Background: an optimization exercise with open tools, aiming at small area. Do not read the settings as production practice. In this exercise RTL edits were held to simulation tests only and were not proved equivalent to the original. The clock cells of runs 4 to 6 come from the design's own scripts or RTL, not from TritonCTS. The flow treats the clock pin as an ideal source. Dropping or thinning the clock tree relies on that and would not hold on a real chip. Power is estimated from default activity; no workload was simulated.

## flow/design.v

```verilog
 `timescale 1ns/10ps
module rx #(
    parameter CLK_FRQ=100000000,  
    parameter BAUD_RATE=115200,   
    parameter BYTE=8
) (
    input logic clk,
    input logic areset,
    input logic data_in,
    output logic rx_open,
    output logic rx_valid,
    output logic [BYTE-1:0] rx_saved
);
    logic prev_data_in;
    logic data_in_val;
    always_ff @(posedge clk) begin
        prev_data_in <= data_in;
        data_in_val <= (!data_in && prev_data_in);
    end
    localparam int BAUD_DIV = CLK_FRQ / BAUD_RATE;
    logic baud_high; 
    int clk_counter;
    int half_counter;
    logic restart_baud;
    always_ff @(posedge clk or posedge areset) begin
        if (areset) begin
            clk_counter <= '0;
            baud_high <= 0;
        end else if (restart_baud) begin
            clk_counter <= '0;
            baud_high <= 1'b0;
        end else if (32'(clk_counter) == BAUD_DIV - 1) begin
            baud_high <= 1'b1;
            clk_counter <= '0;
        end else begin
            clk_counter <= clk_counter + 1;
            baud_high <= 1'b0;
        end
    end
    logic [1:0] state;
    logic [3:0] counter;
    localparam IDLE=2'd0, RECIEVING=2'd1, WAIT_HALF=2'd2, DONE=2'd3;
    localparam START_BIT=1'b0, STOP_BIT=1'b1;
    logic [BYTE-1:0] buffer;
    assign restart_baud = (state == WAIT_HALF) && (32'(half_counter) >= (BAUD_DIV >> 1));
    always_ff @(posedge clk or posedge areset) begin
        if (areset) begin
            counter <= 0;
            state <= IDLE;
            buffer <= '0; 
            rx_saved <= '0;
            half_counter <= 0;
            rx_open <= 1;
            rx_valid <= 0;
        end else begin
            case (state)
            IDLE : begin
                rx_open <= 1;
                rx_valid <= 0;
                if (data_in_val) begin
                    state <= WAIT_HALF;
                    counter <= 0;
                    half_counter <= 0;
                    buffer <= '0;
                end
            end
            WAIT_HALF : begin
                half_counter <= half_counter + 1;
                rx_open <= 1;
                rx_valid <= 0;
                if (32'(half_counter) >= (BAUD_DIV >> 1)) begin
                    half_counter <= 0;
                    state <= RECIEVING;
                end
            end
            RECIEVING : begin
                if (baud_high) begin
                    rx_open <= 0;
                    rx_valid <= 0;
                    if (counter == 8 && (data_in == STOP_BIT)) begin
                        counter <= 0;
                        state <= DONE;
                    end else if (counter >= 8 && (data_in != STOP_BIT)) begin
                        counter <= '0;
                        state <= IDLE;
                    end else begin
                        buffer[counter[2:0]] <= data_in;  
                        counter <= counter + 1;
                    end
                end
            end
            DONE : begin
                rx_saved <= buffer;
                rx_valid <= 1;
                rx_open <= 1;
                state <= IDLE;
            end
            default : begin
                state <= IDLE;
                counter <= '0;
                rx_open <= 1;
                buffer <= '0;
                rx_valid <= 0;
            end
            endcase
        end
    end
endmodule
 `timescale 1ns/10ps
module tx #(
    parameter CLK_FRQ=100000000,  
    parameter BAUD_RATE=115200,  
    parameter REG_WIDTH=10
) (
    input logic clk,
    input logic areset,
    input logic data_loaded,
    input logic [7:0] data_in,
    output logic data_out,
    output logic tx_done,
    output logic tx_busy
);
    logic prev_data_loaded;
    logic data_loaded_pos_edge;
    always_ff @(posedge clk) begin
        prev_data_loaded <= data_loaded;
        data_loaded_pos_edge <= (data_loaded && !prev_data_loaded);
    end
    logic load_pending;
    localparam int BAUD_DIV = CLK_FRQ / BAUD_RATE;
    logic baud_high; 
    logic [31:0] clk_counter; 
    always_ff @(posedge clk or posedge areset) begin
        if (areset) begin
            clk_counter <= '0;
            baud_high <= 0;
        end else if (32'(clk_counter) == 32'(BAUD_DIV - 1)) begin
            baud_high <= 1'b1;
            clk_counter <= '0;
        end else begin
            clk_counter <= clk_counter + 1;
            baud_high <= 1'b0;
        end
    end
    logic state;
    localparam START=1'd0, TRANSMIT=1'd1;
    localparam START_BIT=1'b0, STOP_BIT=1'b1;
    logic [REG_WIDTH-1:0] shift_reg;
    logic [$clog2(REG_WIDTH + 1) - 1:0] counter; 
    always_ff @(posedge clk or posedge areset) begin
        if (areset)
            load_pending <= 1'b0;
        else if (baud_high && state == START)
            load_pending <= 1'b0;
        else if (data_loaded_pos_edge)
            load_pending <= 1'b1;
    end
    always_ff @(posedge clk or posedge areset) begin
        if (areset) begin
            state <= START;
            tx_done <= 0;
            tx_busy <= 0;
            counter <= 0;
            data_out <= 1;
            shift_reg <= {REG_WIDTH{1'b0}};
        end else if (baud_high) begin
            case (state)
            START : begin
                tx_busy <= 0;
                if (load_pending || data_loaded_pos_edge) begin
                    tx_done <= 0;
                    shift_reg <= {STOP_BIT, data_in, START_BIT};
                    state <= TRANSMIT;
                end
            end
            TRANSMIT : begin
                if (counter == REG_WIDTH) begin
                    counter <= 0;
                    tx_done <= 1;
                    tx_busy <= 0;
                    state <= START;
                    data_out <= 1;
                end else begin
                    tx_busy <= 1;
                    data_out <= shift_reg[0];
                    shift_reg <= shift_reg >> 1;
                    counter <= counter + 1;
                end
            end
            default : begin
                tx_done <= 0;
                data_out <= 1;
                state <= START;
                tx_busy <= 0;
            end
            endcase
        end
    end
endmodule
 `timescale 1ns/10ps
module uart #(
    parameter BYTE=8,
    parameter CLK_FRQ=100000000,  
    parameter BAUD_RATE=115200    
) (
    input logic clk,
    input logic areset,
    input logic data_in_rx,
    output logic tx_done,
    output logic tx_busy, 
    output logic rx_open,
    output logic rx_valid,
    output logic [BYTE-1:0] rx_saved,
    output logic data_out
);
    tx #(.CLK_FRQ(CLK_FRQ), .BAUD_RATE(BAUD_RATE)) uart_tx(
        .clk(clk),
        .areset(areset),
        .data_loaded(rx_valid),
        .data_in(rx_saved),
        .data_out(data_out),
        .tx_done(tx_done),
        .tx_busy(tx_busy)
    );
    rx #(.CLK_FRQ(CLK_FRQ), .BAUD_RATE(BAUD_RATE), .BYTE(BYTE)) uart_rx (
        .clk(clk),
        .areset(areset),
        .data_in(data_in_rx),
        .rx_open(rx_open),
        .rx_valid(rx_valid),
        .rx_saved(rx_saved)
    );
endmodule
```

## flow/run.sh

```bash
#!/bin/bash
# synth_recipe.tcl (not shown) runs the flow's synth.tcl, then flattens the netlist and writes it again
# the make line also repeats each setting of config.mk as NAME=value (left out here)
make -C /OpenROAD-flow-scripts/flow DESIGN_CONFIG=/design/flow/config.mk WORK_HOME=/design/flow/orfs CLKGATE_MAP_FILE= SYNTH_SCRIPT=/design/flow/synth_recipe.tcl finish
```

## flow/config.mk

```make
export PLATFORM = sky130hd
export DESIGN_NAME = uart
export DESIGN_NICKNAME = uart
export VERILOG_FILES = /design/flow/design.v
export SDC_FILE = /design/flow/constraint.sdc
export NUM_CORES = 4
export LEC_CHECK = 0
export CAP_MARGIN = 20
export CORE_MARGIN = 2
export CORE_UTILIZATION = 40
export SLEW_MARGIN = 20
```

## flow/constraint.sdc

```tcl
create_clock -name core_clock -period 10.0 [get_ports {clk}]
set_input_delay 2.0000 -clock core_clock [delete_from_list [all_inputs] [get_ports {clk}]]
set_output_delay 2.0000 -clock core_clock [all_outputs]
set_load 0.01 [all_outputs]
```

==> results.cfg, run 1 <==
[status]
outcome = timing/DRC/antenna clean

[synth]
synthesis.area_per_instance_um2 = 10.0
yosys_warnings = 2
dominantRegCellSynth = sky130_fd_sc_hd__dfrtp_1
syn-instance-count = 726
synth-async-reset-ratio = 0.972
synth_edf_count = 0
syn_area_um2 = 7270
post_synth_num_cell_types = 59
synthDominantCellAreaShare = 0.478
seq_area_frac_synth = 0.497
syn_nets = 741
main_area_contributors_after_synthesis = sky130_fd_sc_hd__dfrtp_1 (48%), sky130_fd_sc_hd__xnor2_1 (6.0%), sky130_fd_sc_hd__nor2_1 (4.5%)
synth_top_cell_by_area = sky130_fd_sc_hd__dfrtp_1
synth_seq_cells = 145

[power_and_ir_drop]
cellInternalPower_w = 0.00109
swShare = 0.289
power.density_cell_area_nw_per_um2 = 187
irDropWorstVdd_mv = 0.110
pwr-share-comb = 0.175
power.clock.fraction = 0.406
seq_power_share = 0.419
switchingPower_w = 0.000442
leakage_nw = 3.49

[place]
detailed_place_hpwl_mm = 9.39
post-place-ws_ns = 6.07
gp_congestion = 0.800
port_buffers = 15

[global_routing]
vias_in_the_first_global_route = 5079
track_usage = 0.150
antenna_found_initial = 0
grt_max_degree = 74
grt_overflow = 0
grt_first_pass_wirelength_mm = 23.9

[floorplan]
count_of_boundary_i_o_pins = 16
design.die.area_um2 = 19300
start_util = 0.406
core_area_um2 = 17900
die_w_um = 139
core.rowCount = 49
die_height_um = 139

[final_layout]
drive_gt1_frac = 0.0949
fin_nets = 751
layout.cells.most_common = sky130_fd_sc_hd__dfrtp_1
final.fill_count = 1680
n_antenna_cell = 0
layout.core_utilization = 0.456
largest_registers = uart_rx.clk_counter: 32 flops, uart_rx.half_counter: 32 flops, uart_tx.clk_counter: 32 flops
area_delta_synth_final_pct = 12.3
mostFrequentLayoutCells = sky130_fd_sc_hd__dfrtp_1 (139), sky130_fd_sc_hd__nor2_1 (87), sky130_fd_sc_hd__nand2_1 (61)

[critical_path]
timing.critical_path.cells = clkdlybuf4s50_1
path_max_fanout = 2
crit_path_top_delay_cell = sky130_fd_sc_hd__dfstp_2
worst_setup_path_category = flip-flop to output pin
crit_end_element = output pin
cp_data_arrival_time_ns = 1.47
timing.critical_path.buf_inv = 1
crit_path_start_kind = flip-flop
critical_path_data_required_time_ns = 8.00
critical_path.max_stage_delay_ns = 0.53
timing.critical_path.max_delay_family = flip-flops

[clocking]
cts-hold-fix-buffers = 0
cts_post_setup_buffers_inserted = 0
clock-root-buffer = sky130_fd_sc_hd__clkbuf_16
cts_repair_resizes = 0
cts_sinks = 145
clk-insertion-delay-late_ns = 0.42
cts-htree-levels = 4
clock_transition_at_the_registers_of_the_reported_paths_ns = 0.06
cts_made_buffers = 17
cts_tree = yes
cts_max_path_buffers = 2

[flow_run]
drv.max_cap_violation_count = 0

[timing]
smallest_hold_slack_ns = 0.377
fin_worst_skew_ns = 0.00823
worst_slew_pin_slew_ns = 0.953
timing.setup.tns_ns = 0
finalSetupViolations = 0
finalWorstSetupSlack_ns = 6.53
timing.final.crit_period_ns = 3.47
grt_setup_unrepaired = no
layout_worst_path_cycle_share = 0.347
timing.fmax_ghz = 0.288
report.final.slew_viol_count = 0
finalHoldViolCount = 0
maxSlewHeadroom = 0.360

[route]
route.detailed.vias_per_inst = 5.27
post_route_drc_violation_count = 0
detailedRoute.firstPassIterationCount = 4
drt-wirelength-per-cell_um = 14.3
routed_wl_mm = 13.9
via_count = 5148
drt-initial-drc-count = 245
postRouteAntennaNets = 0

[min_path]
class_of_the_tightest_hold_or_removal_check = flip-flop to flip-flop
[cell usage after synthesis (all sizes together), types with 3 or more instances]
cell type,instances
a21o,3
clkbuf,14
buf,12
nand2,61
xnor2,50
and3,12
nand4,35
or4,5
nor2b,11
and4,9
mux2i,16
nand3,36
nor2,89
a21oi,32
nand2b,4
and2,5
xor2,32
dfrtp,139
or3,7
nor4,23
nor3b,5
o31ai,6
o21ai,29
nor3,20
dfxtp,4
ha,12
mux2,11
inv,21
[per-stage QoR]
stage | total power [W] | cell area (um^2) | std cells
floorplan | 0.000846 | 7270 | 726
global placement | 0.000910 | 7580 | 946
detailed placement | 0.000921 | 7580 | 946
CTS | 0.00155 | 8160 | 977
global route | 0.00161 | 8160 | 977
finish | 0.00153 | 8160 | 977
[power groups by stage]
stage | logic [W] | registers [W] | clock network, W
floorplan | 0.000201 | 0.000645 | 0
global placement | 0.000262 | 0.000648 | 0
detailed placement | 0.000270 | 0.000651 | 0
CTS | 0.000271 | 0.000640 | 0.000635
global route | 0.000300 | 0.000644 | 0.000662
finish | 0.000267 | 0.000640 | 0.000620
[final cells by class]
type	instances	area, um^2	share of cell area
Sequential cell	145	3610	0.442
Multi-Input combinational cell	533	3440	0.421
Clock buffer	19	443	0.0543
Tap cell	229	287	0.0351
Timing Repair Buffer	17	165	0.0202
Clock inverter	12	134	0.0164
Inverter	22	87.6	0.0107
[logic make-up after synthesis]
logic type,synth area share
AND/OR/NAND/NOR,0.246
flip-flops,0.497
AO/OA/AOI/OAI,0.0675
XOR/XNOR,0.0988
buffers and inverters,0.0315
multiplexers,0.0391
adder cells (fa/ha/maj),0.0207
[worst paths after layout]
path	to	slack [ns]	from	cells past startpoint
min in group asynchronous	uart_rx.clk_counter[24]$_DFF_PP0_	2.05	areset	2
hold reg to reg	uart_tx.data_loaded_pos_edge$_DFF_P_	0.38	uart_tx.prev_data_loaded$_DFF_P_	1
setup / recovery	rx_open	6.53	uart_rx.rx_open$_DFFE_PP1P_	1
hold / removal	uart_tx.data_loaded_pos_edge$_DFF_P_	0.38	uart_tx.prev_data_loaded$_DFF_P_	1
max in group asynchronous	uart_tx.counter[2]$_DFFE_PP0P_	6.64	areset	3
setup reg to reg	uart_rx.baud_high$_DFF_PP0_	7.25	uart_rx.state[0]$_DFFE_PP0P_	6
[routing by layer]
layer	vias up	GRT usage	wire length, um	share of wire
met5	-	0	0	0
met4	0	0.0574	243	0.017
met3	17	0.0363	439	0.032
met2	77	0.245	6550	0.47
met1	2499	0.193	6700	0.48
li1	2555	-	-	-
==> run 2: changes to the inputs <==
==> flow/design.v (replaced) <==
 `timescale 1ns/10ps
module rx #(
    parameter CLK_FRQ=100000000,  
    parameter BAUD_RATE=115200,   
    parameter BYTE=8
) (
    input logic clk,
    input logic areset,
    input logic data_in,
    output logic rx_open,
    output logic rx_valid,
    output logic [BYTE-1:0] rx_saved
);
    logic prev_data_in;
    logic data_in_val;
    always_ff @(posedge clk) begin
        prev_data_in <= data_in;
        data_in_val <= (!data_in && prev_data_in);
    end
    logic [9:0] q;
    logic [9:0] q_step;
    assign q_step = {q[8], ~q[9],
                     q[6:5], ~(q[7] ^ q[6]),
                     q[3:0], ~(q[4] ^ q[2])};
    logic q_zero;
    assign q_zero = (q == 10'h000);
    logic b, o, v;
    logic [8:0] buf_q;
    logic armed, tick, full;
    assign armed = buf_q[8] | ~o;
    assign tick  = b & armed & q_zero;
    assign full  = buf_q[0];
    always_ff @(posedge clk) begin
        q <= b ? q_step : 10'h190;
        if (!b)
            buf_q <= {1'b0, buf_q[8:1]};
        else if (!armed)
            buf_q <= {q_zero, buf_q[8:1]};
        else if (tick && !full)
            buf_q <= {data_in, buf_q[8:1]};
    end
    always_ff @(posedge clk or posedge areset) begin
        if (areset) begin
            b <= 1'b0;
            o <= 1'b1;
            v <= 1'b0;
            rx_saved <= '0;
        end else begin
            if (!b) begin
                b <= data_in_val;
                o <= 1'b1;
                v <= 1'b0;
            end else begin
                b <= !(v || (tick && full && !data_in));
                o <= v || (o && !tick);
                v <= v || (tick && full && data_in);
            end
            if (b && v)
                rx_saved <= buf_q[8:1];
        end
    end
    assign rx_open  = o;
    assign rx_valid = v & ~b;
endmodule
 `timescale 1ns/10ps
module tx #(
    parameter CLK_FRQ=100000000,  
    parameter BAUD_RATE=115200  
) (
    input logic clk,
    input logic areset,
    input logic data_loaded,
    input logic [7:0] data_in,
    output logic data_out,
    output logic tx_done,
    output logic tx_busy
);
    logic [9:0] q;
    logic tick;
    assign tick = (q == 10'h000);
    always_ff @(posedge clk or posedge areset) begin
        if (areset)
            q <= '0;
        else
            q <= {q[8], ~q[9],
                  q[6:5], ~(q[7] ^ q[6]),
                  q[3:0], ~(q[4] ^ q[2])};
    end
    logic req;
    logic [8:0] sr;
    logic empty;
    assign empty = (sr == 9'd0);
    logic idle;
    assign idle = ~tx_busy & empty;
    always_ff @(posedge clk or posedge areset) begin
        if (areset) begin
            req <= 1'b0;
            sr <= '0;
            tx_busy <= 1'b0;
            tx_done <= 1'b0;
            data_out <= 1'b1;
        end else begin
            req <= data_loaded || (req && !(tick && idle));
            if (tick) begin
                tx_busy <= !empty;
                data_out <= empty || (tx_busy && sr[0]);
                if (idle && req) begin
                    sr <= {1'b1, data_in};
                    tx_done <= 1'b0;
                end else if (tx_busy && !empty) begin
                    sr <= {1'b0, sr[8:1]};
                end else if (tx_busy && empty) begin
                    tx_done <= 1'b1;
                end
            end
        end
    end
endmodule
 `timescale 1ns/10ps
module uart #(
    parameter BYTE=8,
    parameter CLK_FRQ=100000000,  
    parameter BAUD_RATE=115200    
) (
    input logic clk,
    input logic areset,
    input logic data_in_rx,
    output logic tx_done,
    output logic tx_busy, 
    output logic rx_open,
    output logic rx_valid,
    output logic [BYTE-1:0] rx_saved,
    output logic data_out
);
    tx #(.CLK_FRQ(CLK_FRQ), .BAUD_RATE(BAUD_RATE)) uart_tx(
        .clk(clk),
        .areset(areset),
        .data_loaded(rx_valid),
        .data_in(rx_saved),
        .data_out(data_out),
        .tx_done(tx_done),
        .tx_busy(tx_busy)
    );
    rx #(.CLK_FRQ(CLK_FRQ), .BAUD_RATE(BAUD_RATE), .BYTE(BYTE)) uart_rx (
        .clk(clk),
        .areset(areset),
        .data_in(data_in_rx),
        .rx_open(rx_open),
        .rx_valid(rx_valid),
        .rx_saved(rx_saved)
    );
endmodule
==> run 2 against run 1 <==
- count of clock-buffer cells in the layout shrank 14
- still clean
- maximum frequency fell by 5.6%
- sequential cell count fell by 90
- sequential power decreased by 55%
- register-to-register slack gained 0.77 ns
- via count shrank 77%
- highest routed layer unchanged
- first-iteration DRC count decreased by 65%
- non-clock buffer count fell by 1
- critical path depth grew 1
- core utilization is 1.1 points higher
- largest cell class unchanged
- clock power fell by 81%
- wire length shrank 77%
- largest power group unchanged
==> results.cfg, run 2 <==
[status]
outcome = timing/DRC/antenna clean

[clocking]
clk-insertion-delay-late_ns = 0.30
clock-root-buffer = sky130_fd_sc_hd__clkbuf_8
cts_post_setup_buffers_inserted = 0
clock_transition_at_the_registers_of_the_reported_paths_ns = 0.09
cts-htree-levels = 2
cts_made_buffers = 5
cts_max_path_buffers = 2
cts-hold-fix-buffers = 0
cts_tree = yes
cts_repair_resizes = 0
cts_sinks = 55

[floorplan]
core_area_um2 = 5040
start_util = 0.407
count_of_boundary_i_o_pins = 16
die_height_um = 75.6
design.die.area_um2 = 5720
core.rowCount = 26
die_w_um = 75.6

[route]
detailedRoute.firstPassIterationCount = 4
drt-initial-drc-count = 86
route.detailed.vias_per_inst = 4.66
postRouteAntennaNets = 0
routed.top_layer = met4
routed_wl_mm = 3.21
via_count = 1174
detailroute.wirelength.met2_mm = 1.54
post_route_drc_violation_count = 0
drt-wirelength-per-cell_um = 12.7
met3_length_um = 98
drt-met1-wl_mm = 1.51

[flow_run]
drv.max_cap_violation_count = 0

[timing]
timing.setup.tns_ns = 0
worst_slew_pin_slew_ns = 0.786
maxSlewHeadroom = 0.474
grt_setup_unrepaired = no
timing.fmax_ghz = 0.272
fin_worst_skew_ns = 0.00982
finalHoldViolCount = 0
finalSetupViolations = 0
timing.final.crit_period_ns = 3.67
smallest_hold_slack_ns = 0.391
layout_worst_path_cycle_share = 0.367
report.final.slew_viol_count = 0

[critical_path]
r2r.worst_path.cells = 4
timing.critical_path.buf_inv = 1
crit_end_element = output pin
critical_path_data_required_time_ns = 8.00
worst_setup_path_category = flip-flop to output pin
path_max_fanout = 17
cp_num_cells = 2
cp_data_arrival_time_ns = 1.67
timing.critical_path.max_delay_family = buffers and inverters
critical_path.max_stage_delay_ns = 0.57
timing.critical_path.cells = nor2b_1, clkdlybuf4s50_1
crit_path_start_kind = flip-flop
crit_path_top_delay_cell = sky130_fd_sc_hd__clkdlybuf4s50_1
r2r_slack_ns = 8.02

[synth]
synth_edf_count = 8
yosys_warnings = 2
ys_top_cells_by_count = sky130_fd_sc_hd__dfrtp_1 (32), sky130_fd_sc_hd__inv_1 (19), sky130_fd_sc_hd__dfxtp_1 (13), sky130_fd_sc_hd__a21oi_1 (10)
syn_nets = 167
syn_area_um2 = 2050
synth-async-reset-ratio = 0.618
synthesis.area_per_instance_um2 = 12.7
synth_seq_cells = 55
synth_top_cell_by_area = sky130_fd_sc_hd__dfrtp_1
post_synth_num_cell_types = 34
main_area_contributors_after_synthesis = sky130_fd_sc_hd__dfrtp_1 (39%), sky130_fd_sc_hd__dfxtp_1 (13%), sky130_fd_sc_hd__edfxtp_1 (12%)
synthDominantCellAreaShare = 0.390
syn-instance-count = 162
synthMostInstantiatedCell = sky130_fd_sc_hd__dfrtp_1
seq_area_frac_synth = 0.660
dominantRegCellSynth = sky130_fd_sc_hd__dfrtp_1

[min_path]
class_of_the_tightest_hold_or_removal_check = flip-flop to flip-flop
hold-path-cell-count = 0

[final_layout]
n_antenna_cell = 0
multiInputGateArea_um2 = 594
largest_registers = uart_rx.q: 10 flops, uart_tx.q: 10 flops
area.sequential_um2 = 1350
layout.cells.most_common = sky130_fd_sc_hd__dfrtp_1
final.fill_count = 453
fin_nets = 186
mostFrequentLayoutCells = sky130_fd_sc_hd__dfrtp_1 (32), sky130_fd_sc_hd__inv_1 (19), sky130_fd_sc_hd__clkdlybuf4s50_1 (15)
drive_gt1_frac = 0.115
area_delta_synth_final_pct = 14.8

[power_and_ir_drop]
leakage_nw = 0.976
irDropWorstVdd_mv = 0.0956
power.density_cell_area_nw_per_um2 = 191

[global_routing]
grt_max_degree = 35
track_usage = 0.130
vias_in_the_first_global_route = 1207
antenna_found_initial = 0
grt_first_pass_wirelength_mm = 5.54
grt_overflow = 0

[place]
detailed_place_hpwl_mm = 2.32
port_buffers = 15
gp_congestion = 0.814
## run 2: changes by cell type after synthesis, sizes merged, moves of 17 or more
cell | previous run | this run
dfrtp | 139 | 32
nor2 | 89 | 6
nand2 | 61 | 5
xnor2 | 50 | 2
nand3 | 36 | 3
nand4 | 35 | 2
xor2 | 32 | 0
o21ai | 29 | 5
a21oi | 32 | 10
nor4 | 23 | 3
nor3 | 20 | 3
## run 2: worst paths after layout
check	startpoint	end
worst max-delay path	uart_rx.b$_DFF_PP0_	rx_valid
worst min-delay path	uart_tx.q[5]$_DFF_PP0_	uart_tx.q[6]$_DFF_PP0_
worst max register to register	uart_tx.sr[5]$_DFFE_PP0P_	uart_tx.sr[1]$_DFFE_PP0P_
worst min register to register	uart_tx.q[5]$_DFF_PP0_	uart_tx.q[6]$_DFF_PP0_
max in group asynchronous	areset	uart_rx.o$_DFF_PP1_
min in group asynchronous	areset	uart_tx.sr[1]$_DFFE_PP0P_
## run 2: report_power, final
group / total (W) / switching [W] / internal [W]
clock: 0.000118 / 0.0000695 / 0.0000489
combinational: 0.0000447 / 0.0000206 / 0.0000242
sequential: 0.000286 / 0.0000210 / 0.000265
## run 2: cell families (layout without fill, tap and decap cells)
family          after synthesis  count (layout)  share of synthesized area
buf+inv                      23              43                     0.0500
mux                          16              16                     0.0830
flops                        55              55                      0.660
compound gates               24              24                     0.0683
fa+ha+maj                     2               2                     0.0122
xor+xnor                      2               2                    0.00854
simple gates                 40              40                      0.118
## run 2: per-stage QoR
step                area, um^2  setup WS, ns  instances  power (W)  utilization
floorplan                 2050          7.26        162   0.000318            -
global placement          2260          6.67        244   0.000333        0.449
detailed placement        2260          6.62        244   0.000336        0.449
CTS                       2350          6.28        252   0.000456        0.467
global route              2350          6.19        252   0.000479        0.467
finish                    2350          6.33        252   0.000450        0.467
## run 2: final cells by class
type,instances,share of cell area
well taps,70,0.0372
multi-input cells,84,0.253
inverters,19,0.0303
clock buffers,5,0.0292
repair buffers,16,0.0670
clock inverters,3,0.00851
flip-flops and latches,55,0.575
## run 2: per-layer routing
| layer | up-vias | GRT usage |
|---|---|---|
| met1 | 571 | 0.177 |
| met4 | 0 | 0.0663 |
| li1 | 581 | - |
| met2 | 17 | 0.195 |
| met5 | - | 0 |
| met3 | 5 | 0.0278 |
==> run 3: changes to the inputs <==
==> flow/flow/run.sh (new file) <==
#!/bin/bash
# The standard layout, with two changes: the port buffers are buf_1 cells (the
# smallest buffer) instead of the default, and CTS adds no dummy loads.
set -euo pipefail
export BUFFER_PORTS_ARGS="-buffer_cell sky130_fd_sc_hd__buf_1"
export CTS_ARGS="-sink_clustering_enable -repair_clock_nets -dont_use_dummy_load"
bash standard.sh > standard.log 2>&1
==> flow/standard.sh (new file) <==
#!/bin/bash
# synth_recipe.tcl (not shown) runs the flow's synth.tcl, then flattens the netlist and writes it again
# the make line also repeats each setting of config.mk as NAME=value (left out here)
make -C /OpenROAD-flow-scripts/flow DESIGN_CONFIG=/design/flow/config.mk WORK_HOME=/design/flow/orfs CLKGATE_MAP_FILE= SYNTH_SCRIPT=/design/flow/synth_recipe.tcl "${@:-finish}"
removed: flow/run.sh
==> run 3 against run 2 <==
- largest cell class unchanged
- clock skew increased by 0.0094 ns
- critical path depth unchanged
- wire length grew 6.5%
- count of clock-buffer cells in the layout unchanged
- sequential power barely moved
- synthesized cell count is the same
- combinational power is 7.2% lower
- design area is 4.8% lower
- sequential cell count stayed put
- still clean
- hold slack lost 0.0065 ns
- first-iteration DRC count shrank 21%
- clock power shrank 9%
- critical path type unchanged
==> results.cfg, run 3 <==
[route]
postRouteAntennaNets = 0
routed_wl_mm = 3.42
post_route_drc_violation_count = 0
detailedRoute.firstPassIterationCount = 4
drt-wirelength-per-cell_um = 13.7
via_count = 1210
drt-initial-drc-count = 68
route.detailed.vias_per_inst = 4.86

[synth]
post_synth_num_cell_types = 34
syn_area_um2 = 2050
synthDominantCellAreaShare = 0.390
syn_nets = 167
synth-async-reset-ratio = 0.618
syn-instance-count = 162
dominantRegCellSynth = sky130_fd_sc_hd__dfrtp_1
synth_seq_cells = 55
synth_edf_count = 8
ys_top_cells_by_count = sky130_fd_sc_hd__dfrtp_1 (32), sky130_fd_sc_hd__inv_1 (19), sky130_fd_sc_hd__dfxtp_1 (13), sky130_fd_sc_hd__a21oi_1 (10)
synth_top_cell_by_area = sky130_fd_sc_hd__dfrtp_1
yosys_warnings = 2
seq_area_frac_synth = 0.660
synthMostInstantiatedCell = sky130_fd_sc_hd__dfrtp_1
main_area_contributors_after_synthesis = sky130_fd_sc_hd__dfrtp_1 (39%), sky130_fd_sc_hd__dfxtp_1 (13%), sky130_fd_sc_hd__edfxtp_1 (12%)
synthesis.area_per_instance_um2 = 12.7

[timing]
fin_worst_skew_ns = 0.0193
layout_worst_path_cycle_share = 0.325
grt_setup_unrepaired = no
report.final.slew_viol_count = 0
timing.setup.tns_ns = 0
finalSetupViolations = 0
maxSlewHeadroom = 0.501
timing.final.crit_period_ns = 3.25
finalWorstSetupSlack_ns = 6.75
worst_slew_pin_slew_ns = 0.745
timing.fmax_ghz = 0.308
finalHoldViolCount = 0

[final_layout]
largest_registers = uart_rx.q: 10 flops, uart_tx.q: 10 flops
layout.core_utilization = 0.444
fin_nets = 186
mostFrequentLayoutCells = sky130_fd_sc_hd__dfrtp_1 (32), sky130_fd_sc_hd__inv_1 (19), sky130_fd_sc_hd__buf_1 (15)
n_antenna_cell = 0
drive_gt1_frac = 0.106
layout.cells.most_common = sky130_fd_sc_hd__dfrtp_1
area_delta_synth_final_pct = 9.21

[global_routing]
vias_in_the_first_global_route = 1184
grt_overflow = 0
grt_first_pass_wirelength_mm = 5.59
track_usage = 0.135
grt_max_degree = 35
antenna_found_initial = 0

[power_and_ir_drop]
design_power_total_w = 0.000436
power.density_cell_area_nw_per_um2 = 195
leakage_nw = 0.932
irDropWorstVdd_mv = 0.101

[critical_path]
path_max_fanout = 17
critical_path.max_stage_delay_ns = 0.55
timing.critical_path.buf_inv = 1
timing.critical_path.cells = nor2b_1, buf_1
r2r_slack_ns = 7.91
crit_path_start_kind = flip-flop
regToRegStartpoint = uart_tx.sr[5]$_DFFE_PP0P_
critical_path_data_required_time_ns = 8.00
r2r.worst_path.cells = 4
timing.critical_path.max_delay_family = flip-flops
crit_path_top_delay_cell = sky130_fd_sc_hd__dfrtp_1
crit_end_element = output pin
crit-reg2reg-capture = uart_tx.sr[5]$_DFFE_PP0P_
cp_data_arrival_time_ns = 1.25
worst_setup_path_category = flip-flop to output pin

[min_path]
worstHoldStart = uart_tx.q[1]$_DFF_PP0_
hold-path-cell-count = 0
timing.hold.worst_endpoint = uart_tx.q[2]$_DFF_PP0_
class_of_the_tightest_hold_or_removal_check = flip-flop to flip-flop

[clocking]
cts-hold-fix-buffers = 0
cts_sinks = 55
cts_made_buffers = 5
clock_transition_at_the_registers_of_the_reported_paths_ns = 0.09
cts_tree = yes
cts_max_path_buffers = 2
clk-insertion-delay-late_ns = 0.30
cts_repair_resizes = 0
cts_post_setup_buffers_inserted = 0
clock-root-buffer = sky130_fd_sc_hd__clkbuf_8
cts-htree-levels = 2

[place]
port_buffers = 15
detailed_place_hpwl_mm = 2.45
post-place-ws_ns = 7.05
gp_congestion = 0.784

[floorplan]
count_of_boundary_i_o_pins = 16
core_area_um2 = 5040
core.rowCount = 26
design.die.area_um2 = 5720
die_w_um = 75.6
die_height_um = 75.6
start_util = 0.407

[status]
outcome = timing/DRC/antenna clean

[flow_run]
drv.max_cap_violation_count = 0
[run 3: how the worst max path moves through the flow]
stage	start	endpoint	slack, ns	cells after the start
after floorplan	areset	uart_rx.b$_DFF_PP0_	7.26	1
after global placement	uart_rx.b$_DFF_PP0_	rx_valid	7.09	2
after detailed placement	uart_rx.b$_DFF_PP0_	rx_valid	7.05	2
after CTS	uart_rx.b$_DFF_PP0_	rx_valid	6.71	2
after global routing	uart_rx.b$_DFF_PP0_	rx_valid	6.63	2
final	uart_rx.b$_DFF_PP0_	rx_valid	6.75	2
[run 3: through the flow]
step	std cells	area [um^2]	hold slack [ns]
floorplan	162	2050	0.354
global placement	244	2170	0.363
detailed placement	244	2170	0.366
CTS	249	2240	0.386
global route	249	2240	0.405
finish	249	2240	0.384
[run 3: cell families (layout without fill, tap and decap cells)]
kind of cell,count (synthesis),after routing,share of synthesized area
simple gates,40,40,0.118
compound gates,24,24,0.0683
mux,16,16,0.0830
fa+ha+maj,2,2,0.0122
xor+xnor,2,2,0.00854
buf+inv,23,40,0.0500
flops,55,55,0.660
[run 3: worst register-to-register path, delay by kind of cell (launching register included)]
kind	cells	cell delay, ns
and+or+nand+nor	2	0.84
DFF	1	0.43
muxes	1	0.27
AOI/OAI and AO/OA	1	0.47
[run 3: cell type report]
cell class / instances / area (um^2)
fillers: 467 / 2800
flip-flops and latches: 55 / 1350
multi-input cells: 84 / 594
well taps: 70 / 87.6
inverters: 19 / 71.3
clock buffers: 5 / 68.8
repair buffers: 16 / 63.8
[run 3: layer usage]
layer	GRT usage	routed length (um)	vias to the layer above
met1	0.175	1610	597
met4	0.0468	22	0
met2	0.208	1630	28
li1	-	-	583
met3	0.0516	154	2
met5	0	0	-
[run 3: report_power, final]
group	internal (W)	switching, W	leakage [nW]	total, W
sequential	0.000266	0.0000221	0.639	0.000288
clock	0.0000453	0.0000618	0.0359	0.000107
combinational	0.0000210	0.0000205	0.257	0.0000415
total	0.000332	0.000104	0.932	0.000436
==> run 4: changes to the inputs <==
==> flow/flow/run.sh (replaced) <==
#!/bin/bash
# The standard layout (the standard.sh), with these changes:
#  - synthesis: the standard synthesis script, with abc given an area-oriented
#    script (abc.script) in place of ORFS's speed script; registers untouched;
#  - the port buffers are buf_1 cells (the smallest buffer);
#  - clock tree: cts.tcl drives the registers from three clkbuf_8 cells, each
#    at the centre of a third of the registers (split along x).
# Each step's full log is under orfs/logs; make's output is in standard.log.
set -euo pipefail
F=$PWD/flow
printf 'proc abc {args} {\n  set i [lsearch $args -script]\n  if {$i >= 0} { set args [lreplace $args [expr {$i+1}] [expr {$i+1}] %s] }\n  yosys abc {*}$args\n}\nsource %s\n' \
  "$F/abc.script" "$PWD/synth_recipe.tcl" > my_synth.tcl
sed "s#SYNTH_SCRIPT=[^ ]*#SYNTH_SCRIPT=$PWD/my_synth.tcl#" standard.sh > my_standard.sh
grep -q "SYNTH_SCRIPT=$PWD/my_synth.tcl" my_standard.sh
export BUFFER_PORTS_ARGS="-buffer_cell sky130_fd_sc_hd__buf_1"
export PRE_CTS_TCL=$F/cts.tcl
export ONE_CLK_BUF=sky130_fd_sc_hd__clkbuf_8 ONE_CLK_N=3 ONE_CLK_AXIS=0
bash my_standard.sh > standard.log 2>&1
==> flow/flow/abc.script (new file) <==
strash
rewrite
refactor
balance
rewrite -z
refactor -z
rewrite -z
balance
dch -f
map -a
==> flow/flow/cts.tcl (new file) <==
# Replace TritonCTS: split the registers into ONE_CLK_N groups by position
# (along x, then y) and drive each group from one clock buffer at its centre.
proc clock_tree_synthesis {args} {
  set block [ord::get_db_block]
  set dbu [$block getDbUnitsPerMicron]
  set net [$block findNet clk]
  set sinks {}
  foreach it [$net getITerms] {
    set bb [[$it getInst] getBBox]
    set x [expr {([$bb xMin] + [$bb xMax]) / 2.0 / $dbu}]
    set y [expr {([$bb yMin] + [$bb yMax]) / 2.0 / $dbu}]
    lappend sinks [list $x $y "[[$it getInst] getName]/[[$it getMTerm] getName]"]
  }
  set n [llength $sinks]
  set k $::env(ONE_CLK_N)
  if {$k == 4} {
    # 2 x 2: split by x, then each half by y
    set sx [lsort -real -index 0 $sinks]
    set h [expr {$n / 2}]
    set groups {}
    foreach half [list [lrange $sx 0 [expr {$h-1}]] [lrange $sx $h end]] {
      set sy [lsort -real -index 1 $half]
      set m [expr {[llength $sy] / 2}]
      lappend groups [lrange $sy 0 [expr {$m-1}]] [lrange $sy $m end]
    }
  } else {
    set sx [lsort -real -index $::env(ONE_CLK_AXIS) $sinks]
    set groups {}
    for {set g 0} {$g < $k} {incr g} {
      lappend groups [lrange $sx [expr {$g * $n / $k}] [expr {($g + 1) * $n / $k - 1}]]
    }
  }
  foreach grp $groups {
    set sx 0.0; set sy 0.0; set pins {}
    foreach s $grp {
      set sx [expr {$sx + [lindex $s 0]}]
      set sy [expr {$sy + [lindex $s 1]}]
      lappend pins [get_pins [lindex $s 2]]
    }
    set m [llength $grp]
    set r [insert_buffer -buffer_cell $::env(ONE_CLK_BUF) -net clk -load_pins $pins \
             -location [list [expr {$sx / $m}] [expr {$sy / $m}]] -buffer_name clkbuf_leaf -net_name clknet_leaf]
    set bi [$block findInst [get_full_name $r]]
    [[$bi findITerm X] getNet] setSigType CLOCK
    puts "clock buffer [$bi getName] drives $m sinks"
  }
  set_propagated_clock [all_clocks]
}
==> run 4 against run 3 <==
- still clean
- final cell count shrank 1.2%
- combinational power increased by 92%
- sequential cell count unchanged
- first-iteration DRC count decreased by 13%
- maximum frequency increased by 11%
- design area fell by 5.6%
==> results.cfg, run 4 <==
[synth]
synthesis.area_per_instance_um2 = 11.2
ys_top_cells_by_count = sky130_fd_sc_hd__dfrtp_1 (32), sky130_fd_sc_hd__clkinv_1 (25), sky130_fd_sc_hd__nor2_1 (24), sky130_fd_sc_hd__a21oi_1 (22), sky130_fd_sc_hd__nand2_1 (16)
synth_top_cell_by_area = sky130_fd_sc_hd__dfrtp_1
synth-async-reset-ratio = 0.618
synth_seq_cells = 55
dominantRegCellSynth = sky130_fd_sc_hd__dfrtp_1
post_synth_num_cell_types = 19
seq_area_frac_synth = 0.699
syn_nets = 178
syn_area_um2 = 1940
synth_edf_count = 8
synthMostInstantiatedCell = sky130_fd_sc_hd__dfrtp_1
syn-instance-count = 173
yosys_warnings = 2
synthDominantCellAreaShare = 0.413
main_area_contributors_after_synthesis = sky130_fd_sc_hd__dfrtp_1 (41%), sky130_fd_sc_hd__dfxtp_1 (13%), sky130_fd_sc_hd__edfxtp_1 (12%)

[final_layout]
area_delta_synth_final_pct = 9.11
fin_nets = 199
finalInstanceArea_um2 = 2110
final.fill_count = 435
largest_registers = uart_rx.q: 10 flops, uart_tx.q: 10 flops
n_antenna_cell = 0
mostFrequentLayoutCells = sky130_fd_sc_hd__dfrtp_1 (32), sky130_fd_sc_hd__clkinv_1 (25), sky130_fd_sc_hd__nor2_1 (24)
drive_gt1_frac = 0.0781
layout.cells.most_common = sky130_fd_sc_hd__dfrtp_1

[timing]
report.final.slew_viol_count = 0
grt_setup_unrepaired = no
timing.final.crit_period_ns = 2.94
worst_slew_pin_slew_ns = 0.884
timing.setup.tns_ns = 0
timing.fmax_ghz = 0.340
layout_worst_path_cycle_share = 0.294
maxSlewHeadroom = 0.406
finalSetupViolations = 0
fin_worst_skew_ns = 0.00609
finalHoldViolCount = 0

[floorplan]
core.rowCount = 25
core_area_um2 = 4690
die_w_um = 73.6
die_height_um = 73.6
start_util = 0.413
count_of_boundary_i_o_pins = 16
design.die.area_um2 = 5410

[global_routing]
vias_in_the_first_global_route = 1084
track_usage = 0.118
grt_overflow = 0
grt_max_degree = 35
antenna_found_initial = 0
grt_first_pass_wirelength_mm = 5.22

[route]
postRouteAntennaNets = 0
via_count = 1202
post_route_drc_violation_count = 0
drt-initial-drc-count = 59
detailedRoute.firstPassIterationCount = 4
drt-wirelength-per-cell_um = 12.1
route.detailed.vias_per_inst = 4.89
routed_wl_mm = 2.99

[clocking]
clock_transition_at_the_registers_of_the_reported_paths_ns = 0.11
cts-hold-fix-buffers = 0
cts_post_setup_buffers_inserted = 0
cts_repair_resizes = 0
clk-insertion-delay-late_ns = 0.16

[min_path]
hold-path-cell-count = 0
class_of_the_tightest_hold_or_removal_check = flip-flop to flip-flop

[critical_path]
critical_path_data_required_time_ns = 8.00
crit_path_start_kind = flip-flop
cp_data_arrival_time_ns = 0.94
crit_end_element = output pin
r2r.worst_path.cells = 7
worst_setup_path_category = flip-flop to output pin
path_max_fanout = 8

[place]
detailed_place_hpwl_mm = 2.14
gp_congestion = 0.735
port_buffers = 15
detailed_place.area_um2 = 2070

[power_and_ir_drop]
irDropWorstVdd_mv = 0.124
leakage_nw = 0.901
power.density_cell_area_nw_per_um2 = 226

[flow_run]
drv.max_cap_violation_count = 0

[status]
outcome = timing/DRC/antenna clean
-- run 4: kinds of logic after synthesis --
group,share of synthesized area
and+or+nand+nor,0.113
DFF,0.699
buffers and inverters,0.0484
xor gates and xnor gates,0.00452
adders and majority gates,0.0129
AOI/OAI and AO/OA,0.0814
muxes,0.0407
-- run 4: layer usage --
layer / global-route usage / share of wire / vias up / wire length, um
li1: - / - / 612 / -
met1: 0.180 / 0.51 / 571 / 1520
met2: 0.189 / 0.45 / 16 / 1340
met3: 0.0110 / 0.030 / 3 / 91
met4: 0.0121 / 0.010 / 0 / 31
met5: 0 / 0 / - / 0
-- run 4: final cells by class, without the clock buffers --
class	count	area, um^2	area share
Multi-Input combinational cell	93	493	0.233
Sequential cell	55	1350	0.641
Inverter	25	93.8	0.0444
Timing Repair Buffer	16	63.8	0.0302
Tap cell	54	67.6	0.0320
-- run 4: path summary, 6_finish.rpt --
path	slack [ns]	to	startpoint
worst max-delay path	7.06	rx_valid	uart_rx.b$_DFF_PP0_
worst min-delay path	0.38	uart_tx.q[2]$_DFF_PP0_	uart_tx.q[1]$_DFF_PP0_
worst max register to register	7.35	uart_tx.sr[0]$_DFFE_PP0P_	uart_tx.sr[8]$_DFFE_PP0P_
worst min register to register	0.38	uart_tx.q[2]$_DFF_PP0_	uart_tx.q[1]$_DFF_PP0_
max in group asynchronous	7.78	uart_rx.o$_DFF_PP1_	areset
min in group asynchronous	1.88	uart_tx.q[7]$_DFF_PP0_	areset
-- run 4: critical path, stage by stage, from the launching register on --
cell and delay [ns]:
sky130_fd_sc_hd__dfrtp_1 0.47, sky130_fd_sc_hd__nor2_1 0.15, sky130_fd_sc_hd__buf_1 0.16
-- run 4: through the flow --
step / util / setup slack, ns / hold slack (ns) / instances / power (W)
finish: 0.450 / 7.06 / 0.385 / 246 / 0.000477
floorplan: - / 7.38 / 0.354 / 173 / 0.000376
detailed placement: 0.441 / 7.10 / 0.367 / 243 / 0.000406
global route: 0.450 / 6.96 / 0.407 / 246 / 0.000513
global placement: 0.441 / 7.21 / 0.359 / 243 / 0.000404
CTS: 0.450 / 7.02 / 0.391 / 246 / 0.000488
-- run 4: report_power, final --
group / switching, W / total (W) / leakage, nW / internal, W
registers: 0.0000309 / 0.000319 / 0.614 / 0.000288
logic: 0.0000488 / 0.0000795 / 0.265 / 0.0000308
clock network: 0.0000511 / 0.0000790 / 0.0216 / 0.0000279
==> run 5: changes to the inputs <==
--- a/flow/design.v
+++ b/flow/design.v
@@ -17,8 +17,11 @@
         prev_data_in <= data_in;
         data_in_val <= (!data_in && prev_data_in);
     end
+    localparam logic [9:0] QPOL = 10'h0b5;
+    logic [9:0] qs;
     logic [9:0] q;
     logic [9:0] q_step;
+    assign q = qs ^ QPOL;
     assign q_step = {q[8], ~q[9],
                      q[6:5], ~(q[7] ^ q[6]),
                      q[3:0], ~(q[4] ^ q[2])};
@@ -31,7 +34,7 @@
     assign tick  = b & armed & q_zero;
     assign full  = buf_q[0];
     always_ff @(posedge clk) begin
-        q <= b ? q_step : 10'h190;
+        qs <= (b ? q_step : 10'h190) ^ QPOL;
         if (!b)
             buf_q <= {1'b0, buf_q[8:1]};
         else if (!armed)
@@ -75,45 +78,55 @@
     output logic tx_done,
     output logic tx_busy
 );
+    localparam logic [9:0] QPOL = 10'h0b5;
+    logic [9:0] qs;
     logic [9:0] q;
+    assign q = qs ^ QPOL;
     logic tick;
     assign tick = (q == 10'h000);
-    always_ff @(posedge clk or posedge areset) begin
+    always_ff @(posedge clk) begin
         if (areset)
-            q <= '0;
+            qs <= QPOL;
         else
-            q <= {q[8], ~q[9],
-                  q[6:5], ~(q[7] ^ q[6]),
-                  q[3:0], ~(q[4] ^ q[2])};
+            qs <= {q[8], ~q[9],
+                   q[6:5], ~(q[7] ^ q[6]),
+                   q[3:0], ~(q[4] ^ q[2])} ^ QPOL;
     end
     logic req;
+    logic       mk;          
+    logic [7:0] sd;          
     logic [8:0] sr;
+    assign sr = {mk, sd};
     logic empty;
     assign empty = (sr == 9'd0);
     logic idle;
-    assign idle = ~tx_busy & empty;
+    assign idle = ~tx_busy & ~sr[8];
     always_ff @(posedge clk or posedge areset) begin
         if (areset) begin
             req <= 1'b0;
-            sr <= '0;
+            mk <= 1'b0;
             tx_busy <= 1'b0;
             tx_done <= 1'b0;
             data_out <= 1'b1;
         end else begin
             req <= data_loaded || (req && !(tick && idle));
             if (tick) begin
-                tx_busy <= !empty;
-                data_out <= empty || (tx_busy && sr[0]);
+                tx_busy <= tx_busy ? !empty : sr[8];
+                data_out <= tx_busy ? (empty || sr[0]) : !sr[8];
                 if (idle && req) begin
-                    sr <= {1'b1, data_in};
+                    mk <= 1'b1;
                     tx_done <= 1'b0;
                 end else if (tx_busy && !empty) begin
-                    sr <= {1'b0, sr[8:1]};
+                    mk <= 1'b0;
                 end else if (tx_busy && empty) begin
                     tx_done <= 1'b1;
                 end
             end
         end
+    end
+    always_ff @(posedge clk) begin
+        if (tick && !(!tx_busy && mk))
+            sd <= sr[8:1] | ({8{req && idle}} & data_in);
     end
 endmodule
  `timescale 1ns/10ps
==> run 5 against run 4 <==
- still clean on timing, DRC and antenna
- clock skew is 0.0047 ns higher
- register-to-register slack better by 0.65 ns
- global-route usage is 0.58 points higher
- combinational power is 26% higher
- maximum frequency is 1.5% lower
- sequential power is 6.9% higher
- core utilization is 0.56 points lower
- total power is 9.1% higher
- clock power is 2% higher
- die area is 1.4% lower
- critical path depth is 1 higher
- critical endpoint is now uart_tx.qs[0]$_SDFF_PP1_
==> results.cfg, run 5 <==
[status]
outcome = timing/DRC/antenna clean

[route]
routed_wl_mm = 3.01
post_route_drc_violation_count = 0
route.detailed.vias_per_inst = 4.85
drt-wirelength-per-cell_um = 12.1
drt-initial-drc-count = 72
via_count = 1202
detailedRoute.firstPassIterationCount = 4
postRouteAntennaNets = 0

[synth]
yosys_warnings = 2
post_synth_num_cell_types = 20
ys_top_cells_by_count = sky130_fd_sc_hd__nor2_1 (28), sky130_fd_sc_hd__clkinv_1 (25), sky130_fd_sc_hd__dfxtp_1 (23), sky130_fd_sc_hd__nand2_1 (20), sky130_fd_sc_hd__edfxtp_1 (16)
synth_top_cell_by_area = sky130_fd_sc_hd__edfxtp_1
dominantRegCellSynth = sky130_fd_sc_hd__dfxtp_1
synthDominantCellAreaShare = 0.252
syn_area_um2 = 1910
syn-instance-count = 176
syn_nets = 181
synth-async-reset-ratio = 0.291
synthMostInstantiatedCell = sky130_fd_sc_hd__nor2_1
synthesis.area_per_instance_um2 = 10.8
synth_edf_count = 16
main_area_contributors_after_synthesis = sky130_fd_sc_hd__edfxtp_1 (25%), sky130_fd_sc_hd__dfxtp_1 (24%), sky130_fd_sc_hd__dfrtp_1 (18%)
synth_seq_cells = 55
seq_area_frac_synth = 0.704

[critical_path]
timing.critical_path.max_delay_family = buffers and inverters
crit_end_element = flip-flop
critical_path.max_stage_delay_ns = 0.62
crit_path_start_kind = primary input
cp_data_arrival_time_ns = 3.08
critical_path_data_required_time_ns = 10.09
r2r.worst_path.cells = 6
path_max_fanout = 20
r2r_slack_ns = 8.00
regToRegStartpoint = uart_tx.qs[6]$_SDFF_PP0_
crit-reg2reg-capture = uart_tx.sd[5]$_DFFE_PP_
worst_setup_path_category = primary input to flip-flop
timing.critical_path.buf_inv = 2
timing.critical_path.cells = buf_1, clkinv_1, o21ai_0
crit_path_top_delay_cell = sky130_fd_sc_hd__clkinv_1

[final_layout]
area.sequential_um2 = 1340
final.fill_count = 440
mostFrequentLayoutCells = sky130_fd_sc_hd__nor2_1 (28), sky130_fd_sc_hd__clkinv_1 (25), sky130_fd_sc_hd__dfxtp_1 (23)
drive_gt1_frac = 0.0464
fin_nets = 201
finalInstanceArea_um2 = 2070
largest_registers = uart_rx.qs: 10 flops, uart_tx.qs: 10 flops, uart_rx.buf_q: 9 flops
area_delta_synth_final_pct = 8.66
multiInputGateArea_um2 = 470
n_antenna_cell = 0
layout.cells.most_common = sky130_fd_sc_hd__nor2_1
stdcell_count = 248

[place]
dpl.cell_count = 245
detailed_place_hpwl_mm = 2.19
gp_congestion = 0.705
port_buffers = 15
detailed_place.area_um2 = 2030

[timing]
finalHoldViolCount = 0
layout_worst_path_cycle_share = 0.299
fin_worst_skew_ns = 0.0107
worst_slew_pin_slew_ns = 0.957
timing.fmax_ghz = 0.335
maxSlewHeadroom = 0.362
grt_setup_unrepaired = no
finalSetupViolations = 0
timing.final.crit_period_ns = 2.99
timing.setup.tns_ns = 0
report.final.slew_viol_count = 0

[global_routing]
antenna_found_initial = 0
track_usage = 0.124
grt_first_pass_wirelength_mm = 5.38
vias_in_the_first_global_route = 1115
grt_max_degree = 21
grt_overflow = 0

[min_path]
class_of_the_tightest_hold_or_removal_check = flip-flop to flip-flop
hold-path-cell-count = 1
timing.hold.worst_endpoint = uart_tx.qs[4]$_SDFF_PP1_
worstHoldStart = uart_tx.qs[3]$_SDFF_PP0_

[clocking]
clk-insertion-delay-late_ns = 0.16
cts_repair_resizes = 0
cts-hold-fix-buffers = 0
clock_transition_at_the_registers_of_the_reported_paths_ns = 0.11
cts_post_setup_buffers_inserted = 0

[power_and_ir_drop]
leakage_nw = 0.806
irDropWorstVdd_mv = 0.137
design_power_total_w = 0.000521
power.density_cell_area_nw_per_um2 = 251

[floorplan]
core_area_um2 = 4660
die_height_um = 73.1
core.rowCount = 25
die_w_um = 73.1
count_of_boundary_i_o_pins = 16
start_util = 0.409
design.die.area_um2 = 5340

[flow_run]
drv.max_cap_violation_count = 0
==> run 5: cell types whose count changed after synthesis, moves of 2 or more <==
cell                       change
sky130_fd_sc_hd__a21oi_1      -10
sky130_fd_sc_hd__dfrtp_1      -18
sky130_fd_sc_hd__dfxtp_1      +10
sky130_fd_sc_hd__edfxtp_1      +8
sky130_fd_sc_hd__mux2_2        -7
sky130_fd_sc_hd__nand2_1       +4
sky130_fd_sc_hd__nand3_1       +4
sky130_fd_sc_hd__nor2_1        +4
sky130_fd_sc_hd__nor3_1        -2
sky130_fd_sc_hd__o21ai_0       +4
sky130_fd_sc_hd__o21bai_1      +6
==> run 5: cell families after synthesis <==
| logic type | count (synthesis) | share of synthesized area |
|---|---|---|
| and+or+nand+nor | 61 | 0.132 |
| DFF | 55 | 0.704 |
| AOI/OAI and AO/OA | 33 | 0.102 |
| buffers and inverters | 25 | 0.0492 |
| adders and majority gates | 2 | 0.0131 |
==> run 5: worst max-delay path by stage <==
stage	from	endpoint	slack [ns]	cells past startpoint
6_report	areset	uart_tx.qs[0]$_SDFF_PP1_	7.01	3
5_1_grt	areset	uart_tx.qs[0]$_SDFF_PP1_	6.78	3
4_1_cts	areset	uart_tx.qs[0]$_SDFF_PP1_	6.93	3
3_5_place_dp	areset	uart_tx.qs[0]$_SDFF_PP1_	6.75	3
3_3_place_gp	areset	uart_tx.qs[0]$_SDFF_PP1_	6.82	3
2_1_floorplan	areset	uart_tx.qs[0]$_SDFF_PP1_	7.34	2
==> run 5: metrics by stage <==
| stage | setup slack, ns | hold WS [ns] | utilization |
|---|---|---|---|
| after floorplan | 7.34 | 0.366 | - |
| after global placement | 6.82 | 0.372 | 0.436 |
| after detailed placement | 6.75 | 0.378 | 0.436 |
| after CTS | 6.93 | 0.399 | 0.445 |
| after global routing | 6.78 | 0.419 | 0.445 |
| final | 7.01 | 0.393 | 0.445 |
==> run 5: where the power goes <==
part | total [W] | internal (W) | switching (W)
Combinational | 0.000100 | 0.0000355 | 0.0000645
Sequential | 0.000341 | 0.000305 | 0.0000358
Clock | 0.0000806 | 0.0000280 | 0.0000526
Total | 0.000521 | 0.000368 | 0.000153
==> run 5: final cells by class, without the clock buffers <==
class / instances / share of cell area
Inverter: 25 / 0.0453
Multi-Input combinational cell: 96 / 0.227
Tap cell: 54 / 0.0326
Sequential cell: 55 / 0.648
Timing Repair Buffer: 15 / 0.0272
==> run 5: routing by layer <==
| metal | up-vias | global-route usage | routed length [um] |
|---|---|---|---|
| li1 | 620 | - | - |
| met1 | 558 | 0.184 | 1480 |
| met2 | 21 | 0.204 | 1360 |
| met3 | 3 | 0.0124 | 143 |
| met4 | 0 | 0.0103 | 31 |
| met5 | - | 0 | 0 |
==> run 6: changes to the inputs <==
--- a/flow/design.v
+++ b/flow/design.v
@@ -42,19 +42,24 @@
         else if (tick && !full)
             buf_q <= {data_in, buf_q[8:1]};
     end
+    always_ff @(posedge clk) begin
+        if (areset)
+            b <= 1'b0;
+        else if (!b)
+            b <= data_in_val;
+        else
+            b <= !(v || (tick && full && !data_in));
+    end
     always_ff @(posedge clk or posedge areset) begin
         if (areset) begin
-            b <= 1'b0;
             o <= 1'b1;
             v <= 1'b0;
             rx_saved <= '0;
         end else begin
             if (!b) begin
-                b <= data_in_val;
                 o <= 1'b1;
                 v <= 1'b0;
             end else begin
-                b <= !(v || (tick && full && !data_in));
                 o <= v || (o && !tick);
                 v <= v || (tick && full && data_in);
             end
@@ -101,23 +106,31 @@
     assign empty = (sr == 9'd0);
     logic idle;
     assign idle = ~tx_busy & ~sr[8];
-    always_ff @(posedge clk or posedge areset) begin
+    always_ff @(posedge clk) begin
         if (areset) begin
             req <= 1'b0;
             mk <= 1'b0;
+        end else begin
+            req <= data_loaded || (req && !(tick && idle));
+            if (tick) begin
+                if (idle && req)
+                    mk <= 1'b1;
+                else if (tx_busy && !empty)
+                    mk <= 1'b0;
+            end
+        end
+    end
+    always_ff @(posedge clk or posedge areset) begin
+        if (areset) begin
             tx_busy <= 1'b0;
             tx_done <= 1'b0;
             data_out <= 1'b1;
         end else begin
-            req <= data_loaded || (req && !(tick && idle));
             if (tick) begin
                 tx_busy <= tx_busy ? !empty : sr[8];
                 data_out <= tx_busy ? (empty || sr[0]) : !sr[8];
                 if (idle && req) begin
-                    mk <= 1'b1;
                     tx_done <= 1'b0;
-                end else if (tx_busy && !empty) begin
-                    mk <= 1'b0;
                 end else if (tx_busy && empty) begin
                     tx_done <= 1'b1;
                 end
==> flow/flow/run.sh (replaced) <==
#!/bin/bash
# The standard layout (the standard.sh), with these changes:
#  - synthesis: the standard synthesis script, but abc maps the logic with
#    each of the area-oriented scripts abc_*.script and keeps the smallest
#    result (synth_wrap.tcl); registers are untouched;
#  - the port buffers are buf_1 cells (the smallest buffer);
#  - clock tree: cts.tcl drives the registers from three clkbuf_8 cells, each
#    at the centre of a third of the registers (split along x).
# Each step's full log is under orfs/logs; make's output is in standard.log.
set -euo pipefail
F=$PWD/flow
mkdir -p abc_stats
export ABC_STAT_DIR=$PWD/abc_stats
export ABC_SCRIPTS="$(ls $F/abc_*.script | tr '\n' ' ')"
printf 'source %s\nsource %s\n' "$F/synth_wrap.tcl" "$PWD/synth_recipe.tcl" > my_synth.tcl
sed "s#SYNTH_SCRIPT=[^ ]*#SYNTH_SCRIPT=$PWD/my_synth.tcl#" standard.sh > my_standard.sh
grep -q "SYNTH_SCRIPT=$PWD/my_synth.tcl" my_standard.sh
export BUFFER_PORTS_ARGS="-buffer_cell sky130_fd_sc_hd__buf_1"
export PRE_CTS_TCL=$F/cts.tcl
export ONE_CLK_BUF=sky130_fd_sc_hd__clkbuf_8 ONE_CLK_N=3 ONE_CLK_AXIS=0
bash my_standard.sh > standard.log 2>&1
==> flow/flow/abc_a1.script (new file) <==
strash
dch -f
map -a
==> flow/flow/abc_a8.script (new file) <==
strash
rewrite
refactor
balance
rewrite -z
refactor -z
rewrite -z
balance
dch -f
map -a
==> flow/flow/abc_b1.script (new file) <==
strash
dch -f
map -a
strash
dch -f
map -a
strash
dch -f
map -a
strash
dch -f
map -a
==> flow/flow/abc_b2.script (new file) <==
strash
&get -n
&deepsyn -T 20
&put
dch -f
map -a
==> flow/flow/abc_c2.script (new file) <==
strash
&get -n
&st
&dch -f
&nf -R 1000
&put
==> flow/flow/abc_c3.script (new file) <==
strash
&get -n
&deepsyn -T 30
&put
strash
rewrite
refactor
balance
rewrite -z
refactor -z
rewrite -z
balance
dch -f
map -a
==> flow/flow/synth_wrap.tcl (new file) <==
# Sourced by my_synth.tcl (written by run.sh) before the standard
# synthesis script. It replaces abc's script: abc maps the combinational logic
# once per script in ABC_SCRIPTS and keeps the smallest result (standard-cell
# area by yosys stat). Registers are mapped before abc and are not touched.
proc abc {args} {
  set i [lsearch $args -script]
  set j [lsearch $args -liberty]
  set lib [lindex $args [expr {$j + 1}]]
  yosys design -save pre_abc
  set best -1
  set k 0
  foreach s $::env(ABC_SCRIPTS) {
    yosys design -load pre_abc
    set a [lreplace $args [expr {$i + 1}] [expr {$i + 1}] $s]
    yosys abc {*}$a
    set f $::env(ABC_STAT_DIR)/abc_area_$k.txt
    yosys tee -q -o $f stat -liberty $lib
    set area -1
    set fh [open $f]
    foreach line [split [read $fh] "\n"] {
      if {[regexp {Chip area[^:]*:\s*([0-9.eE+-]+)} $line -> x]} { set area $x }
    }
    close $fh
    puts "abc script $s: area $area"
    if {$area >= 0 && ($best < 0 || $area < $best)} {
      set best $area
      yosys design -save best_abc
      puts "abc: best so far"
    }
    incr k
  }
  yosys design -load best_abc
}
removed: flow/flow/abc.script
==> run 6 against run 5 <==
- still clean on timing, DRC and antenna
- combinational power shrank 79%
- register-to-register slack lost 0.26 ns
- maximum frequency shrank 8.9%
- area after synthesis shrank 0.72%
- first-iteration DRC count shrank 65%
- sequential share of layout area shrank 0.30 points
- total power shrank 34%
- setup slack lost 0.29 ns
- design area shrank 0.66%
- global-route usage shrank 1.5 points
- wire length shrank 4.7%
- highest routed layer unchanged
==> results.cfg, run 6 <==
[status]
outcome = timing/DRC/antenna clean

[synth]
main_area_contributors_after_synthesis = sky130_fd_sc_hd__dfxtp_1 (27%), sky130_fd_sc_hd__edfxtp_1 (25%), sky130_fd_sc_hd__dfrtp_1 (15%)
synth_edf_count = 16
ys_top_cells_by_count = sky130_fd_sc_hd__nor2_1 (28), sky130_fd_sc_hd__dfxtp_1 (26), sky130_fd_sc_hd__nand2_1 (26), sky130_fd_sc_hd__clkinv_1 (23), sky130_fd_sc_hd__edfxtp_1 (16)
post_synth_num_cell_types = 18
synthSimpleGateAreaFrac = 0.149
syn-instance-count = 179
post_synth_mux_area_share = 0
seq_area_frac_synth = 0.701
synth_compound_area_frac = 0.0911
synthesis.area_per_instance_um2 = 10.6
dominant_combinational_cell_family_by_area_after_synthesis = simple AND/OR/NAND/NOR gates
synth-async-reset-ratio = 0.236
syn_area_um2 = 1890
synth_seq_cells = 55
yosys_warnings = 2
syn_nets = 184
synth_top_cell_by_area = sky130_fd_sc_hd__dfxtp_1
share_of_synthesized_cell_area_in_full_adder_half_adder_and_majority_cells = 0.0132
dominantRegCellSynth = sky130_fd_sc_hd__dfxtp_1
synthDominantCellAreaShare = 0.275
yosys.area_share.xor_xnor = 0
synthMostInstantiatedCell = sky130_fd_sc_hd__nor2_1

[timing]
timing.setup.tns_ns = 0
timing.fmax_ghz = 0.305
grt_setup_unrepaired = no
finalSetupViolations = 0
finalHoldViolCount = 0
finalWorstSetupSlack_ns = 6.72
timing.final.crit_period_ns = 3.28
fin_worst_skew_ns = 0.00545
report.final.slew_viol_count = 0
layout_worst_path_cycle_share = 0.328
maxSlewHeadroom = 0.322
worst_slew_pin_slew_ns = 1.01

[power_and_ir_drop]
power.clock.fraction = 0.229
switchingPower_w = 0.0000701
pwr-share-comb = 0.061
swShare = 0.203
design_power_total_w = 0.000345
seq_power_share = 0.710
irDropWorstVdd_mv = 0.0951
leakage_nw = 0.811
cellInternalPower_w = 0.000275
power.density_cell_area_nw_per_um2 = 168

[floorplan]
die_w_um = 72.8
design.die.area_um2 = 5300
core_area_um2 = 4630
count_of_boundary_i_o_pins = 16
start_util = 0.409
die_height_um = 72.8
core.rowCount = 25

[place]
gp_congestion = 0.803
detailed_place_hpwl_mm = 2.11
post-place-ws_ns = 6.69
dpl.cell_count = 248
port_buffers = 15

[route]
drt-initial-drc-count = 25
route.detailed.vias_per_inst = 4.71
drt-wirelength-per-cell_um = 11.4
via_count = 1183
postRouteAntennaNets = 0
detailedRoute.firstPassIterationCount = 4
routed_wl_mm = 2.87
post_route_drc_violation_count = 0

[critical_path]
crit_path_top_delay_cell = sky130_fd_sc_hd__dfxtp_1
crit_path_start_kind = flip-flop
timing.critical_path.buf_inv = 3
cp_data_arrival_time_ns = 1.28
worst_setup_path_category = flip-flop to output pin
critical_path_data_required_time_ns = 8.00
timing.critical_path.cells = clkinv_1, nand2_1, clkinv_1, buf_1
critical_path.max_stage_delay_ns = 0.43
path_max_fanout = 12
crit_end_element = output pin
worst_path_most_repeated_cell = sky130_fd_sc_hd__clkinv_1
timing.critical_path.max_delay_family = buffers and inverters

[final_layout]
drive_gt1_frac = 0.0406
final.fill_count = 442
layout.cells.most_common = sky130_fd_sc_hd__nor2_1
fin_nets = 204
n_antenna_cell = 0
mostFrequentLayoutCells = sky130_fd_sc_hd__nor2_1 (28), sky130_fd_sc_hd__nand2_1 (26), sky130_fd_sc_hd__dfxtp_1 (26)
stdcell_count = 251
area_delta_synth_final_pct = 8.72
layout.core_utilization = 0.445
largest_registers = uart_rx.qs: 10 flops, uart_tx.qs: 10 flops, uart_rx.buf_q: 9 flops

[clocking]
cts_repair_resizes = 0
cts-hold-fix-buffers = 0
clk-insertion-delay-late_ns = 0.16
cts_post_setup_buffers_inserted = 0
clock_transition_at_the_registers_of_the_reported_paths_ns = 0.10

[global_routing]
grt_util_met3 = 0.0124
met1_usage = 0.168
grt_first_pass_wirelength_mm = 4.81
antenna_found_initial = 0
use_met2 = 0.172
grt_max_degree = 20
track_usage = 0.109
globalRoute.busiestLayer = met2
grt_overflow = 0
vias_in_the_first_global_route = 1043

[min_path]
class_of_the_tightest_hold_or_removal_check = flip-flop to flip-flop

[flow_run]
drv.max_cap_violation_count = 0
[run 6: cell families after synthesis]
group                    Yosys count
AO/OA/AOI/OAI                     31
adder cells (fa/ha/maj)            2
buffers and inverters             23
flip-flops                        55
AND/OR/NAND/NOR                   68
[run 6: final timing paths]
path                            cells past startpoint                          end                startpoint  slack (ns)
worst max register to register                      4   uart_rx.buf_q[4]$_DFFE_PP_      uart_rx.b$_SDFF_PP0_        7.74
min in group asynchronous                           2  uart_tx.tx_done$_DFFE_PP0P_                    areset        2.00
worst min-delay path                                1     uart_tx.qs[7]$_SDFF_PP1_  uart_tx.qs[6]$_SDFF_PP0_        0.40
worst min register to register                      1     uart_tx.qs[7]$_SDFF_PP1_  uart_tx.qs[6]$_SDFF_PP0_        0.40
worst max-delay path                                4                     rx_valid      uart_rx.b$_SDFF_PP0_        6.72
max in group asynchronous                           2          uart_rx.o$_DFF_PP1_                    areset        7.68
[run 6: layout make-up, without the clock buffers]
| class | count | area, um^2 | share of cell area |
|---|---|---|---|
| flip-flops and latches | 55 | 1330 | 0.645 |
| multi-input cells | 101 | 479 | 0.233 |
| inverters | 23 | 86.3 | 0.0419 |
| well taps | 54 | 67.6 | 0.0328 |
| repair buffers | 15 | 56.3 | 0.0273 |
[run 6: worst register-to-register path, delay by kind of cell, from the launching register on]
family                 cells  cell delay (ns)
flip-flops                 1             0.43
AO/OA/AOI/OAI              1             0.81
AND/OR/NAND/NOR            2             0.32
buffers and inverters      1             0.32
[run 6: power by group through the flow]
stage	sequential (W)	combinational, W	clock, W
after floorplan	0.000251	0.0000121	0
after global placement	0.000250	0.0000211	0
after detailed placement	0.000250	0.0000213	0
after CTS	0.000245	0.0000213	0.0000829
after global routing	0.000247	0.0000245	0.0000894
final	0.000245	0.0000209	0.0000790
[run 6: through the flow]
| stage | cell area [um^2] | hold WS [ns] |
|---|---|---|
| final | 2060 | 0.397 |
| after global routing | 2060 | 0.414 |
| after CTS | 2060 | 0.401 |
| after detailed placement | 2020 | 0.376 |
| after global placement | 2020 | 0.371 |
| after floorplan | 1890 | 0.366 |
[run 6: per-layer routing]
layer  share of wire  wire (um)  vias up
met5               0          0        -
met4           0.013         37        0
met3           0.034         97        3
met2            0.42       1200       12
met1            0.53       1530      543
li1                -          -      625

==> re-timing with driven ports <==
Ports are ideal in the flow. The routed layouts listed here were re-timed in OpenROAD. Step 1, drivers: a clkbuf_16 drives clk and a buf_2 each remaining input, both assumed. Step 2 times the ports against the registers' clock, not the clock port: input delays grow and output delays shrink by t, the midpoint of the rising clock arrivals with the driver on. Three values: ideal ports, drivers, drivers and shift; two values: the first two.
| run | shift t [ns] | slack for setup (ns) | hold WS [ns] | worst register clock-pin slew, ns |
|---|---|---|---|---|
| run 1 | 0.456 | 6.532 / 6.489 / 6.206 | 0.377 / 0.377 / 0.377 | 0.06 / 0.06 |
| run 2 | 0.326 | 6.327 / 6.301 / 6.627 | 0.391 / 0.391 / 0.391 | 0.10 / 0.10 |
| run 3 | 0.314 | 6.750 / 6.724 / 7.038 | 0.384 / 0.384 / 0.384 | 0.09 / 0.09 |
| run 4 | 0.203 | 7.059 / 7.014 / 7.216 | 0.385 / 0.385 / 0.385 | 0.11 / 0.11 |
| run 5 | 0.205 | 7.013 / 7.007 / 6.832 | 0.393 / 0.393 / 0.393 | 0.11 / 0.11 |
| run 6 | 0.204 | 6.723 / 6.678 / 6.753 | 0.397 / 0.397 / 0.397 | 0.10 / 0.10 |
After both steps every run listed still meets setup and hold. For run 1, which loses most, drivers alone change the setup slack by -0.043 ns; drivers and shift together by -0.326 ns. The worst setup slack also covers recovery checks on asynchronous resets.
